This is an optimization exercise on Yosys and OpenROAD, whose aim is small area, a short achievable clock period and few clock cycles, not a production implementation.
Only simulation tests tie the RTL to the original design; equivalence was not proved.
Power and IR drop assume default switching activity.

File: config.mk
export PLATFORM = sky130hd
export DESIGN_NAME = cache
export DESIGN_NICKNAME = cache
export VERILOG_FILES = /design/flow/design.v
export SDC_FILE = /design/flow/constraint.sdc
export NUM_CORES = 4
export LEC_CHECK = 0
export CAP_MARGIN = 20
export CORE_MARGIN = 2
export CORE_UTILIZATION = 40
export SLEW_MARGIN = 20
File: constraint.sdc
create_clock -name core_clock -period 8.0 [get_ports {clk}]
set_input_delay 1.6000 -clock core_clock [delete_from_list [all_inputs] [get_ports {clk}]]
set_output_delay 1.6000 -clock core_clock [all_outputs]
set_load 0.01 [all_outputs]
File: design.v
module Ram (
    input  wire        clka,
    input  wire        ena,
    input  wire [ 3:0] wea,
    input  wire [ 2:0] addra,
    input  wire [31:0] dina,
    output reg  [31:0] douta
);
reg [31:0] mem [0:7];
integer b;
always @(posedge clka) begin
    if (ena) begin
        for (b = 0; b < 4; b = b + 1) begin
            if (wea[b])
                mem[addra][b*8 +: 8] <= dina[b*8 +: 8];
        end
        douta <= {wea[3] ? dina[31:24] : mem[addra][31:24],
                  wea[2] ? dina[23:16] : mem[addra][23:16],
                  wea[1] ? dina[15: 8] : mem[addra][15: 8],
                  wea[0] ? dina[ 7: 0] : mem[addra][ 7: 0]};
    end
end
endmodule
module tagv_ram (
    input  wire        clka,
    input  wire        resetn,
    input  wire        ena,
    input  wire        wea,
    input  wire [ 2:0] addra,
    input  wire [25:0] dina,
    output reg  [25:0] douta
);
reg [24:0] tag_mem [0:7];
reg [ 7:0] v_mem;
always @(posedge clka) begin
    if (ena & wea)
        tag_mem[addra] <= dina[25:1];
end
always @(posedge clka) begin
    if (!resetn)
        v_mem <= 8'b0;
    else if (ena & wea)
        v_mem[addra] <= dina[0];
end
always @(posedge clka) begin
    if (ena)
        douta <= wea ? dina : {tag_mem[addra], v_mem[addra]};
end
endmodule
module cache(
    input  wire         clk,
    input  wire         resetn,
    input  wire         valid,
    input  wire         op,
    input  wire [ 2: 0] index,
    input  wire [24: 0] tag,
    input  wire [ 3: 0] offset,
    input  wire [ 3: 0] wstrb,
    input  wire [31: 0] wdata,
    output wire         addr_ok,
    output wire         data_ok,
    output wire [31: 0] rdata,
    output wire         rd_req,
    output wire [ 2: 0] rd_type,
    output wire [31: 0] rd_addr,
    input  wire         rd_rdy,
    input  wire         ret_valid,
    input  wire         ret_last,
    input  wire [31: 0] ret_data,
    output wire         wr_req,
    output wire [ 2: 0] wr_type,
    output wire [31: 0] wr_addr,
    output wire [ 3: 0] wr_wstrb,
    output wire [127:0] wr_data,
    input  wire         wr_rdy
);
parameter idle = 3'b000,lookup = 3'b001,miss = 3'b010,replace = 3'b011,refill = 3'b100;
reg op_reg; 
reg [ 2:0] index_reg;
reg [24:0] tag_reg;
reg [ 3:0] offset_reg;
reg [ 3:0] wstrb_reg;
reg [31:0] wdata_reg;
reg [2:0] state_main;
wire way0_hit;
wire way1_hit;
wire cache_hit;
wire [31:0] way0_load_word;
wire [31:0] way1_load_word;
wire load_res;
wire random; 
wire replace_data;
wire replace_tag;
wire replace_v;
wire replace_d;
reg [1:0] return_num;
reg w_way_reg;
reg [2:0] w_index_reg;
reg [3:0] w_offset_reg;
reg [3:0] w_wstrb_reg;
reg [31:0] w_data_reg;
wire [24:0] way0_tag;
wire way0_v;
wire wea_tagv0;
wire [2:0] addra_tagv0;
wire [25:0] dina_tagv0;
assign wea_tagv0 = ret_valid & ret_last & ~replace_way;
assign addra_tagv0 = ({3{state_main == lookup  || state_main == idle}} & index)
                 | ({3{state_main == miss || state_main == replace || state_main == refill}} & index_reg);
assign dina_tagv0 = {tag_reg,1'b1};                 
tagv_ram tagv_ram_way0 (
  .clka(clk),     
  .resetn(resetn),
  .ena(1'b1),       
  .wea(wea_tagv0),       
  .addra(addra_tagv0),   
  .dina(dina_tagv0),     
  .douta({way0_tag,way0_v})   
);
reg [7:0] way0_d_reg;
wire way0_d;
assign way0_d = way0_d_reg[index_reg];
always@(posedge clk)begin
    if(!resetn)
        way0_d_reg <= 8'b0;
    else if(wr_state & ~w_way_reg)
        way0_d_reg[w_index_reg] <= 1'b1;
    else if(state_main == refill & ret_valid & ret_last &~replace_way)
        way0_d_reg[index_reg] <= op_reg;    
end
wire [127:0] way0_data;
wire [2:0] addra_way0_bank0;
wire [3:0] wea_way0_bank0;
wire [31:0] dina_way0_bank0;
wire [2:0] addra_way0_bank1;
wire [3:0] wea_way0_bank1;
wire [31:0] dina_way0_bank1;
wire [2:0] addra_way0_bank3;
wire [3:0] wea_way0_bank3;
wire [31:0] dina_way0_bank3;
wire [2:0] addra_way0_bank2;
wire [3:0] wea_way0_bank2;
wire [31:0] dina_way0_bank2;
assign addra_way0_bank0 = (wr_state & ~w_offset_reg[3]&~w_offset_reg[2]) ? w_index_reg : 
                        addr_ok ? index : index_reg ;
assign wea_way0_bank0 = ({4{wr_state & ~w_offset_reg[3]&~w_offset_reg[2] & ~w_way_reg}} & w_wstrb_reg ) 
                     |({4{state_main == refill & (return_num == 2'd0) & ret_valid & ~replace_way}}); 
assign dina_way0_bank0 = ({32{wr_state}} & w_data_reg)  
                      | ({32{state_main == refill}})& (
                       ~offset_reg[3]&~offset_reg[2] & op_reg ? {
                                        wstrb_reg[3] ? wdata_reg[31:24] : ret_data[31:24],
                                        wstrb_reg[2] ? wdata_reg[23:16] : ret_data[23:16],
                                        wstrb_reg[1] ? wdata_reg[15: 8] : ret_data[15: 8],
                                        wstrb_reg[0] ? wdata_reg[ 7: 0] : ret_data[ 7: 0]
                                    } : ret_data);
Ram bank0_ram_way0 (  
  .clka(clk),     
  .ena(1'b1),       
  .wea(wea_way0_bank0),       
  .addra(addra_way0_bank0),   
  .dina(dina_way0_bank0),     
  .douta(way0_data[31:0])   
);
assign addra_way0_bank1 = (wr_state & ~w_offset_reg[3]&w_offset_reg[2]) ? w_index_reg : 
                        addr_ok ? index : index_reg ;
assign wea_way0_bank1 = ({4{wr_state & ~w_offset_reg[3]&w_offset_reg[2] & ~w_way_reg}} & w_wstrb_reg ) 
                     |({4{state_main == refill & (return_num == 2'd1) & ret_valid & ~replace_way}}); 
assign dina_way0_bank1 = ({32{wr_state}} & w_data_reg)  
                      | ({32{state_main == refill}})& (
                       ~offset_reg[3]& offset_reg[2] & op_reg ? {
                                        wstrb_reg[3] ? wdata_reg[31:24] : ret_data[31:24],
                                        wstrb_reg[2] ? wdata_reg[23:16] : ret_data[23:16],
                                        wstrb_reg[1] ? wdata_reg[15: 8] : ret_data[15: 8],
                                        wstrb_reg[0] ? wdata_reg[ 7: 0] : ret_data[ 7: 0]
                                    } : ret_data);
Ram bank1_ram_way0 (
  .clka(clk),     
  .ena(1'b1),       
  .wea(wea_way0_bank1),       
  .addra(addra_way0_bank1),   
  .dina(dina_way0_bank1),     
  .douta(way0_data[63:32])   
);
assign addra_way0_bank2 = (wr_state & w_offset_reg[3]&~w_offset_reg[2]) ? w_index_reg : 
                        addr_ok ? index : index_reg ;
assign wea_way0_bank2 = ({4{wr_state & w_offset_reg[3]&~w_offset_reg[2] & ~w_way_reg}} & w_wstrb_reg ) 
                     |({4{state_main == refill & (return_num == 2'd2) & ret_valid & ~replace_way}}); 
assign dina_way0_bank2 = ({32{wr_state}} & w_data_reg)  
                      | ({32{state_main == refill}})& (
                       offset_reg[3]&~offset_reg[2] & op_reg ? {
                                        wstrb_reg[3] ? wdata_reg[31:24] : ret_data[31:24],
                                        wstrb_reg[2] ? wdata_reg[23:16] : ret_data[23:16],
                                        wstrb_reg[1] ? wdata_reg[15: 8] : ret_data[15: 8],
                                        wstrb_reg[0] ? wdata_reg[ 7: 0] : ret_data[ 7: 0]
                                    } : ret_data);
Ram bank2_ram_way0 (
  .clka(clk),     
  .ena(1'b1),       
  .wea(wea_way0_bank2),       
  .addra(addra_way0_bank2),   
  .dina(dina_way0_bank2),     
  .douta(way0_data[95:64])   
);
assign addra_way0_bank3 = (wr_state & w_offset_reg[3]&w_offset_reg[2]) ? w_index_reg : 
                        addr_ok ? index : index_reg ;
assign wea_way0_bank3 = ({4{wr_state & w_offset_reg[3]&w_offset_reg[2] & ~w_way_reg}} & w_wstrb_reg ) 
                     |({4{state_main == refill & (return_num ==2'd3) & ret_valid & ~replace_way}}); 
assign dina_way0_bank3 = ({32{wr_state}} & w_data_reg)  
                      | (({32{state_main == refill}})& (
                       offset_reg[3]&offset_reg[2] & op_reg ? {
                                        wstrb_reg[3] ? wdata_reg[31:24] : ret_data[31:24],
                                        wstrb_reg[2] ? wdata_reg[23:16] : ret_data[23:16],
                                        wstrb_reg[1] ? wdata_reg[15: 8] : ret_data[15: 8],
                                        wstrb_reg[0] ? wdata_reg[ 7: 0] : ret_data[ 7: 0]
                                    } : ret_data));
Ram bank3_ram_way0 (
  .clka(clk),     
  .ena(1'b1),       
  .wea(wea_way0_bank3),       
  .addra(addra_way0_bank3),   
  .dina(dina_way0_bank3),     
  .douta(way0_data[127:96])   
);
wire [24:0] way1_tag;
wire way1_v;
wire wea_tagv1;
wire [2:0] addra_tagv1;
wire [25:0] dina_tagv1;
assign wea_tagv1 = ret_valid & ret_last & replace_way;
assign addra_tagv1 = ({3{state_main == lookup  || state_main == idle}} & index)
                 | ({3{state_main == miss || state_main == replace || state_main == refill}} & index_reg);
assign dina_tagv1 = {tag_reg,1'b1};                 
tagv_ram tagv_ram_way1 (
  .clka(clk),     
  .resetn(resetn),
  .ena(1'b1),       
  .wea(wea_tagv1),       
  .addra(addra_tagv1),   
  .dina(dina_tagv1),     
  .douta({way1_tag,way1_v})   
);
reg [7:0] way1_d_reg;
wire way1_d;
assign way1_d = way1_d_reg[index_reg];
always@(posedge clk)begin
    if(!resetn)
        way1_d_reg <= 8'b0;
    else if(wr_state & w_way_reg)
        way1_d_reg[w_index_reg] <= 1'b1;
    else if(state_main == refill & ret_valid & ret_last & replace_way)
        way1_d_reg[index_reg] <= op_reg;    
end
wire [127:0] way1_data;
wire [2:0] addra_way1_bank0;
wire [3:0] wea_way1_bank0;
wire [31:0] dina_way1_bank0;
wire [2:0] addra_way1_bank1;
wire [3:0] wea_way1_bank1;
wire [31:0] dina_way1_bank1;
wire [2:0] addra_way1_bank3;
wire [3:0] wea_way1_bank3;
wire [31:0] dina_way1_bank3;
wire [2:0] addra_way1_bank2;
wire [3:0] wea_way1_bank2;
wire [31:0] dina_way1_bank2;
assign addra_way1_bank0 = (wr_state & ~w_offset_reg[3]&~w_offset_reg[2]) ? w_index_reg : 
                        addr_ok ? index : index_reg ;
assign wea_way1_bank0 = ({4{wr_state & ~w_offset_reg[3]&~w_offset_reg[2] & w_way_reg}} & w_wstrb_reg ) 
                     |({4{state_main == refill & (return_num == 2'd0) & ret_valid & replace_way}}); 
assign dina_way1_bank0 = ({32{wr_state}} & w_data_reg)  
                      | ({32{state_main == refill}})& (
                       ~offset_reg[3]&~offset_reg[2] & op_reg ? {
                                        wstrb_reg[3] ? wdata_reg[31:24] : ret_data[31:24],
                                        wstrb_reg[2] ? wdata_reg[23:16] : ret_data[23:16],
                                        wstrb_reg[1] ? wdata_reg[15: 8] : ret_data[15: 8],
                                        wstrb_reg[0] ? wdata_reg[ 7: 0] : ret_data[ 7: 0]
                                    } : ret_data);
Ram bank0_ram_way1 (  
  .clka(clk),     
  .ena(1'b1),       
  .wea(wea_way1_bank0),       
  .addra(addra_way1_bank0),   
  .dina(dina_way1_bank0),     
  .douta(way1_data[31:0])   
);
assign addra_way1_bank1 = (wr_state & ~w_offset_reg[3]&w_offset_reg[2]) ? w_index_reg : 
                        addr_ok ? index : index_reg ;
assign wea_way1_bank1 = ({4{wr_state & ~w_offset_reg[3]&w_offset_reg[2] & w_way_reg}} & w_wstrb_reg ) 
                     |({4{state_main == refill & (return_num == 2'd1) & ret_valid & replace_way}}); 
assign dina_way1_bank1 = ({32{wr_state}} & w_data_reg)  
                      | ({32{state_main == refill}})& (
                       ~offset_reg[3]&offset_reg[2] & op_reg ? {
                                        wstrb_reg[3] ? wdata_reg[31:24] : ret_data[31:24],
                                        wstrb_reg[2] ? wdata_reg[23:16] : ret_data[23:16],
                                        wstrb_reg[1] ? wdata_reg[15: 8] : ret_data[15: 8],
                                        wstrb_reg[0] ? wdata_reg[ 7: 0] : ret_data[ 7: 0]
                                    } : ret_data);
Ram bank1_ram_way1 (
  .clka(clk),     
  .ena(1'b1),       
  .wea(wea_way1_bank1),       
  .addra(addra_way1_bank1),   
  .dina(dina_way1_bank1),     
  .douta(way1_data[63:32])   
);
assign addra_way1_bank2 = (wr_state & w_offset_reg[3]&~w_offset_reg[2]) ? w_index_reg : 
                        addr_ok ? index : index_reg ;
assign wea_way1_bank2 = ({4{wr_state & w_offset_reg[3]&~w_offset_reg[2] & w_way_reg}} & w_wstrb_reg ) 
                     |({4{state_main == refill & (return_num == 2'd2) & ret_valid & replace_way}}); 
assign dina_way1_bank2 = ({32{wr_state}} & w_data_reg)  
                      | ({32{state_main == refill}})& (
                       offset_reg[3]&~offset_reg[2] & op_reg ? {
                                        wstrb_reg[3] ? wdata_reg[31:24] : ret_data[31:24],
                                        wstrb_reg[2] ? wdata_reg[23:16] : ret_data[23:16],
                                        wstrb_reg[1] ? wdata_reg[15: 8] : ret_data[15: 8],
                                        wstrb_reg[0] ? wdata_reg[ 7: 0] : ret_data[ 7: 0]
                                    } : ret_data);
Ram bank2_ram_way1 (
  .clka(clk),     
  .ena(1'b1),       
  .wea(wea_way1_bank2),       
  .addra(addra_way1_bank2),   
  .dina(dina_way1_bank2),     
  .douta(way1_data[95:64])   
);
assign addra_way1_bank3 = (wr_state & w_offset_reg[3]&w_offset_reg[2]) ? w_index_reg : 
                        addr_ok ? index : index_reg ;
assign wea_way1_bank3 = ({4{wr_state & w_offset_reg[3]&w_offset_reg[2] & w_way_reg}} & w_wstrb_reg ) 
                     |({4{state_main == refill & (return_num == 2'd3) & ret_valid & replace_way}}); 
assign dina_way1_bank3 = ({32{wr_state}} & w_data_reg)  
                      | ({32{state_main == refill}})& (
                       (offset_reg[3]&offset_reg[2] & op_reg) ? {
                                        wstrb_reg[3] ? wdata_reg[31:24] : ret_data[31:24],
                                        wstrb_reg[2] ? wdata_reg[23:16] : ret_data[23:16],
                                        wstrb_reg[1] ? wdata_reg[15: 8] : ret_data[15: 8],
                                        wstrb_reg[0] ? wdata_reg[ 7: 0] : ret_data[ 7: 0]
                                    } : ret_data);
Ram bank3_ram_way1 (
  .clka(clk),     
  .ena(1'b1),       
  .wea(wea_way1_bank3),       
  .addra(addra_way1_bank3),   
  .dina(dina_way1_bank3),     
  .douta(way1_data[127:96])   
);
always@(posedge clk)begin
    if(!resetn)begin
        op_reg <= 1'b0; 
        index_reg <= 3'b0; 
        tag_reg <= 25'b0; 
        offset_reg <= 4'b0; 
        wstrb_reg <= 4'b0; 
        wdata_reg   <= 32'b0; 
    end
    else if((state_main == idle & valid & !hit_write_cf) |
            (state_main == lookup & (cache_hit & valid & (op | (!op & !hit_write_cf) ))))begin
        op_reg <= op; 
        index_reg <= index; 
        tag_reg <= tag; 
        offset_reg <= offset; 
        wstrb_reg <= wstrb; 
        wdata_reg   <= wdata;         
    end
end
assign way0_hit = way0_v && {way0_tag == tag_reg};
assign way1_hit = way1_v && {way1_tag == tag_reg};
assign cache_hit = way0_hit || way1_hit;
assign way0_load_word = way0_data[offset_reg[3:2]*32 +: 32];
assign way1_load_word = way1_data[offset_reg[3:2]*32 +: 32];
assign load_res = {32{way0_hit}} & way0_load_word
                | {32{way1_hit}} & way1_load_word
                | {32{~cache_hit}} & ret_data;
LFSR u_lfsr(
    .clk(clk),
    .reset(!resetn),
    .lfsr_bit(random)
);                
reg replace_way; 
always@(posedge clk)begin
    if(!resetn)begin
        replace_way <= 1'b0;
    end
    else if(state_main == miss & wr_rdy)begin
        replace_way <= random;
    end
end
always@(posedge clk)begin
    if(!resetn | (state_main == replace && rd_rdy))
        return_num <= 2'b0;
    else if(ret_valid)begin
        return_num <= return_num + 2'b1;
    end
end
always@(posedge clk)begin
    if(!resetn)begin
        state_main <= idle;
    end
    else if(state_main == idle)begin
        if(valid & !hit_write_cf)begin
            state_main <= lookup;       
        end
    end
    else if(state_main == lookup)begin
        if(cache_hit & (!valid | (valid & hit_write_cf)))begin
            state_main <= idle;
        end    
        else if(!cache_hit)begin
            state_main <= miss;
        end 
    end
    else if(state_main == miss)begin
        if(wr_rdy)begin
            state_main <= replace;
        end
    end
    else if(state_main == replace)begin
        if(rd_rdy)begin
            state_main <= refill;
        end
    end
    else if(state_main == refill)begin
        if(ret_valid & ret_last)begin
            state_main <= idle;
        end
    end
    else 
        state_main <= idle;
end
reg wr_state;
wire hit_write_sign;
wire hit_write_cf;
assign hit_write_sign = (state_main == lookup) & op_reg & cache_hit;
assign hit_write_cf = ( (state_main == lookup) & op_reg & (!op & valid) & ({tag,index,offset} == {tag_reg,index_reg,offset_reg}) ) 
                    | ( wr_state & (!op & valid) & (offset[3:2] == w_offset_reg[3:2]));
always@(posedge clk)begin
    if(!resetn)begin
        wr_state <= 1'b0;
        w_way_reg <= 1'b0;
        w_index_reg <= 3'b0;
        w_offset_reg <= 4'b0;
        w_wstrb_reg <= 4'b0;
        w_data_reg <= 32'b0;
    end
    else if(~wr_state)begin
        if(hit_write_sign)begin
            wr_state <= 1'b1;
            w_way_reg <= way1_hit;
            w_index_reg <= index_reg;
            w_offset_reg <= offset_reg;
            w_wstrb_reg <= wstrb_reg;
            w_data_reg <= wdata_reg; 
        end 
    end
    else if(wr_state)begin
        if(hit_write_sign)begin
            w_way_reg <= way1_hit;
            w_index_reg <= index_reg;
            w_offset_reg <= offset_reg;
            w_wstrb_reg <= wstrb_reg;
            w_data_reg <= wdata_reg; 
        end
        else begin
            wr_state <= 1'b0;
        end    
    end
    else 
        wr_state <= 1'b0;
end
assign addr_ok = ((state_main == idle) & !hit_write_cf) || 
                 (state_main == lookup & (cache_hit & valid & (op | (!op & !hit_write_cf) ))); 
assign data_ok = (state_main == lookup & (cache_hit)) ||
                 (state_main == refill && ret_valid && return_num == offset_reg[3:2]);
assign rdata = ({32{state_main == lookup & way0_hit}} & way0_load_word)
             | ({32{state_main == lookup & way1_hit}} & way1_load_word)
             | ({32{state_main == refill}} & ret_data);                  
assign rd_req = (state_main == replace);
assign rd_type = 3'b100;
assign rd_addr = {tag_reg,index_reg,4'd0};
reg wr_req_reg;
assign wr_req = wr_req_reg & 
            ((replace_way) ? (way1_d & way1_v) : (way0_d & way0_v));
assign wr_type = 3'b100;
assign wr_addr = {(replace_way ? way1_tag : way0_tag),index_reg,4'd0};
assign wr_wstrb = 4'b1111;
assign wr_data = replace_way ? way1_data : way0_data;
always@(posedge clk)begin
    if(!resetn)
        wr_req_reg <= 1'b0;
    else if(state_main == miss & wr_rdy)
        wr_req_reg <= 1'b1;
    else if(wr_rdy)
        wr_req_reg <= 1'b0;
end                 
endmodule
module LFSR (
    input wire clk,
    input wire reset,
    output reg lfsr_bit
);
    reg [7:0] lfsr;
    always @(posedge clk) begin
        if (reset) begin
            lfsr <= 8'h1;  
        end else begin
            lfsr <= {lfsr[6:0], lfsr[7] ^ lfsr[5]};  
        end
    end
    always @(posedge clk) begin
        if (reset) begin
            lfsr_bit <= 1'b0;
        end else begin
            lfsr_bit <= lfsr[0];  
        end
    end
endmodule
File: run.sh
#!/bin/bash
# synth_recipe.tcl (not shown) runs the flow's synth.tcl, then flattens the netlist and writes it again
# the make line also repeats each setting of config.mk as NAME=value (left out here)
make -C /OpenROAD-flow-scripts/flow DESIGN_CONFIG=/design/flow/config.mk WORK_HOME=/design/flow/orfs CLKGATE_MAP_FILE= SYNTH_SCRIPT=/design/flow/synth_recipe.tcl finish
==> summary.md <==
| Metric | Value |
|---|---|
| R2R depth | `12` |
| Largest net degree at the start of global routing | `94` |
| Status | `complete, no violations` |
| Most used flip-flop cell after synthesis | `edfxtp_1` |
| Slew HR | `18.1%` |
| Core Rows | `191` |
| GRT overflow | `0` |
| Dpl ws | `0.850 ns` |
| Root Driver | `clkbuf_16` |
| Post-Synthesis Cells | `5801` |
| Number of enable flip-flop cells after synthesis | `2448` |
| Core Region | `270000 µm²` |
| Clock power share | `34.8%` |
| Sw frac | `29.6%` |
| WP data required | `6.40 ns` |
| Vias in the first global route | `58.9k` |
| Tot Pwr | `37.0 mW` |
| Hold Crit Endpoint | `u_lfsr.lfsr[3]$_SDFF_PN0_` |
| Logic pwr share | `22.7%` |
| I/O pins | `346` |
| FF+latch count, synth | `2624` |
| Initial Util | `40.1%` |
| Clk pin slew, worst setup/hold paths | `0.06 ns` |
| Commonest cells after routing, fill and taps aside | `2448 x edfxtp_1, 733 x mux2i_1, 614 x mux4_2` |
| # placed instances | `9791` |
| Leakage | `41.9 nW` |
| Clock Path Buffers | `4` |
| Total track usage | `23.0%` |
| Final setup TNS | `0 ns` |
| P per Cell Area | `289 nW/µm²` |
| Number of port buffers | `327` |
| Die width | `524 µm` |
| DIE HEIGHT | `524 µm` |
| Largest fanout on the critical path | `26` |
| Share of flip-flops with an asynchronous set or reset | `0%` |
| Slew @ Worst Pin | `1.19 ns` |
| RSZ-0062 raised after global routing | `no` |
| Starting DRT DRC Count | `6863` |
| Synth-to-Final Area Change | `18.1%` |
| Post-DR wirelength/cell | `31.2 µm` |
| Die area | `275000 µm²` |
| MaxCap Viol Count | `0` |
| Max Transition Viols Final | `0` |
| CTS sink count | `2624` |
| R2R Setup Slk | `0.95 ns` |
| Nets@finish | `6641` |
| Crit path time final | `7.72 ns` |
| Synth cell types | `69` |
| Part of the power in registers | `42.5%` |
| Endpoints failing setup | `0` |
| Initial DRT Pass Iterations | `9` |
| DRC viols | `0` |
| CTS H-tree lvls | `5` |
| Endpoints failing hold | `0` |
| Most common cell after layout, fill and taps aside | `edfxtp_1` |
| Int Power | `26.1 mW` |
| Worst VDD drop | `0.252 mV` |
| Clock latency at the later pin of the worst-skew pair | `0.90 ns` |
| CP startpoint kind | `flop` |
| Sw Pwr | `10.9 mW` |
| Gpl congestion | `0.857` |
| Finished Layout Cells | `10.3k` |
| Inserted Clock Buffers | `287` |
| Synth warn | `4` |
| Critical Path Sink Type | `output port` |
| Hold Path Stages | `1` |
| Worst path arrival time | `6.12 ns` |
| Routed wire length | `323000 µm` |
| DR vias | `59.9k` |
| Post-Route Utilization | `47.4%` |
| Crit share post-route | `96.6%` |
| Crit Path Class | `flop to output port` |
| Worst Skew | `0.0717 ns` |
| Hold Path Class | `flop to flop` |
| Hold_sp | `u_lfsr.lfsr[2]$_SDFF_PN0_` |
| CTS tree | `done` |
| Hold-fix buffers, CTS | `0` |
| Antenna violations before repair | `24` |
| First-pass GRT wire length | `447000 µm` |
| Post-DP HPWL | `224000 µm` |
| Share of cells above drive strength 1 | `24.9%` |
| Netlist Area Pre-Place | `108000 µm²` |
| Seq/Total Area, Yosys | `71.2%` |
| Syn Area/Cell | `18.7 µm²` |
| Terminus of the critical flop-to-flop path | `bank3_ram_way0.mem[5][2]$_DFFE_PP_` |
| F_max | `129 MHz` |
| Final worst slack | `0.275 ns` |
| Vias per cell | `5.79` |
| Antenna Nets Post-Route | `0` |
[critical path, stage by stage, from the launching register on]
cell,delay (ns)
dfxtp_4,0.63
buf_4,0.51
mux4_2,0.59
mux2_2,0.30
xor2_1,0.18
nor4b_2,0.64
nand4_4,0.53
buf_4,0.50
o22ai_1,0.56
a21o_1,0.15
clkdlybuf4s50_1,0.54
[power groups by stage]
stage	logic [mW]	clock network [mW]	registers, mW
after global routing	8.73	13.6	15.8
final	8.40	12.9	15.7
after global placement	8.25	0	16.1
after CTS	8.32	13.1	15.8
after floorplan	5.03	0	15.5
after detailed placement	8.29	0	16.1
[through the flow]
stage	hold slack, ns	area, µm²
2_1_floorplan	0.412	108000
3_3_place_gp	0.419	118000
3_5_place_dp	0.421	118000
4_1_cts	0.441	127000
5_1_grt	0.458	128000
6_report	0.437	128000
[layer usage]
layer  up-vias  share of wire [%]  GRT usage [%]
met2      2627                 48           36.9
met3       466                8.1           4.56
met4         8                4.2           8.74
met1     31570                 40           31.1
li1      25197                  -              -
met5         -              0.016              0
[repair_timing]
item,in CTS,in global routing
setup endpoints to repair,4,8
buffers inserted,0,3
resized for setup,5,1
[cell usage after synthesis, types with 23 or more instances]
master    number  share of area, %
o211ai_1      37              0.26
nor3_1       289               1.3
buf_1         74              0.26
o21ai_0      185              0.86
buf_2         61              0.28
nand3_1       29              0.13
xnor2_1       47              0.38
mux4_2       614                13
dfxtp_1      176               3.3
mux2_2        44              0.46
nor2_1       198              0.69
o22ai_1       50              0.29
a22o_1        23              0.19
buf_4         37              0.26
clkbuf_1     219              0.76
a22oi_1       23              0.16
nand4_1       51              0.29
a21oi_1       41              0.19
a21o_1        34              0.24
nand2_1      138              0.48
mux2i_1      737               6.8
edfxtp_1    2448                68
[final cells by class]
class                      count  area (µm²)
fill                       22613      142000
sequential                  2624       77100
multi-input combinational   2774       29900
clock buffer                 379        7830
timing repair buffer         805        7140
tap                         3570        4470
clock inverter               136        1240
inverter                      27         114
antenna                       18        45.0
[cells by family after synthesis]
kind of cell	count (synthesis)	share of synthesized area, %
flip-flops	2624	71.2
multiplexers	1395	20.0
AND/OR/NAND/NOR	816	3.64
AO/OA/AOI/OAI	466	2.81
buffers and inverters	419	1.66
XOR/XNOR	65	0.526
adder cells (fa/ha/maj)	14	0.162
other	2	0.00694
[how the worst max path moves through the flow]
stage | endpoint
after floorplan | tagv_ram_way1.tag_mem[6][0]$_DFFE_PP_
after global placement | bank3_ram_way0.mem[0][21]$_DFFE_PP_
after detailed placement | rdata[0]
after CTS | rdata[14]
after global routing | rdata[4]
final | rdata[4]
Testbench counts, summed over its fixed seeds: cycles 141,471.

## separate check: timing with driven ports
How much do the figures lean on ideal ports? The routed layout below was timed once more, with nothing changed but the port constraints. Step 1 (the two cells are an assumption about what drives the block):
set clk [get_ports {clk}]
set_driving_cell -lib_cell sky130_fd_sc_hd__clkbuf_16 $clk
set_driving_cell -lib_cell sky130_fd_sc_hd__buf_2 [delete_from_list [all_inputs] $clk]
Step 2 moves the port delays by t, midway between the first and last clock arrival at a register: inputs arrive t later, outputs are due t later. That takes back most of the time a late clock gives input paths. Three values: ideal ports, drivers, drivers and shift; two values: the first two.
t (ns): 0.971
setup WS [ns]: 0.275 / 0.172 / 0.809
worst setup path after step 2: input to register
pins driven straight from the clock port: 1
After both steps this run still meets setup and hold. For this run, drivers alone change the setup slack by -0.103 ns; drivers and shift together by +0.534 ns.
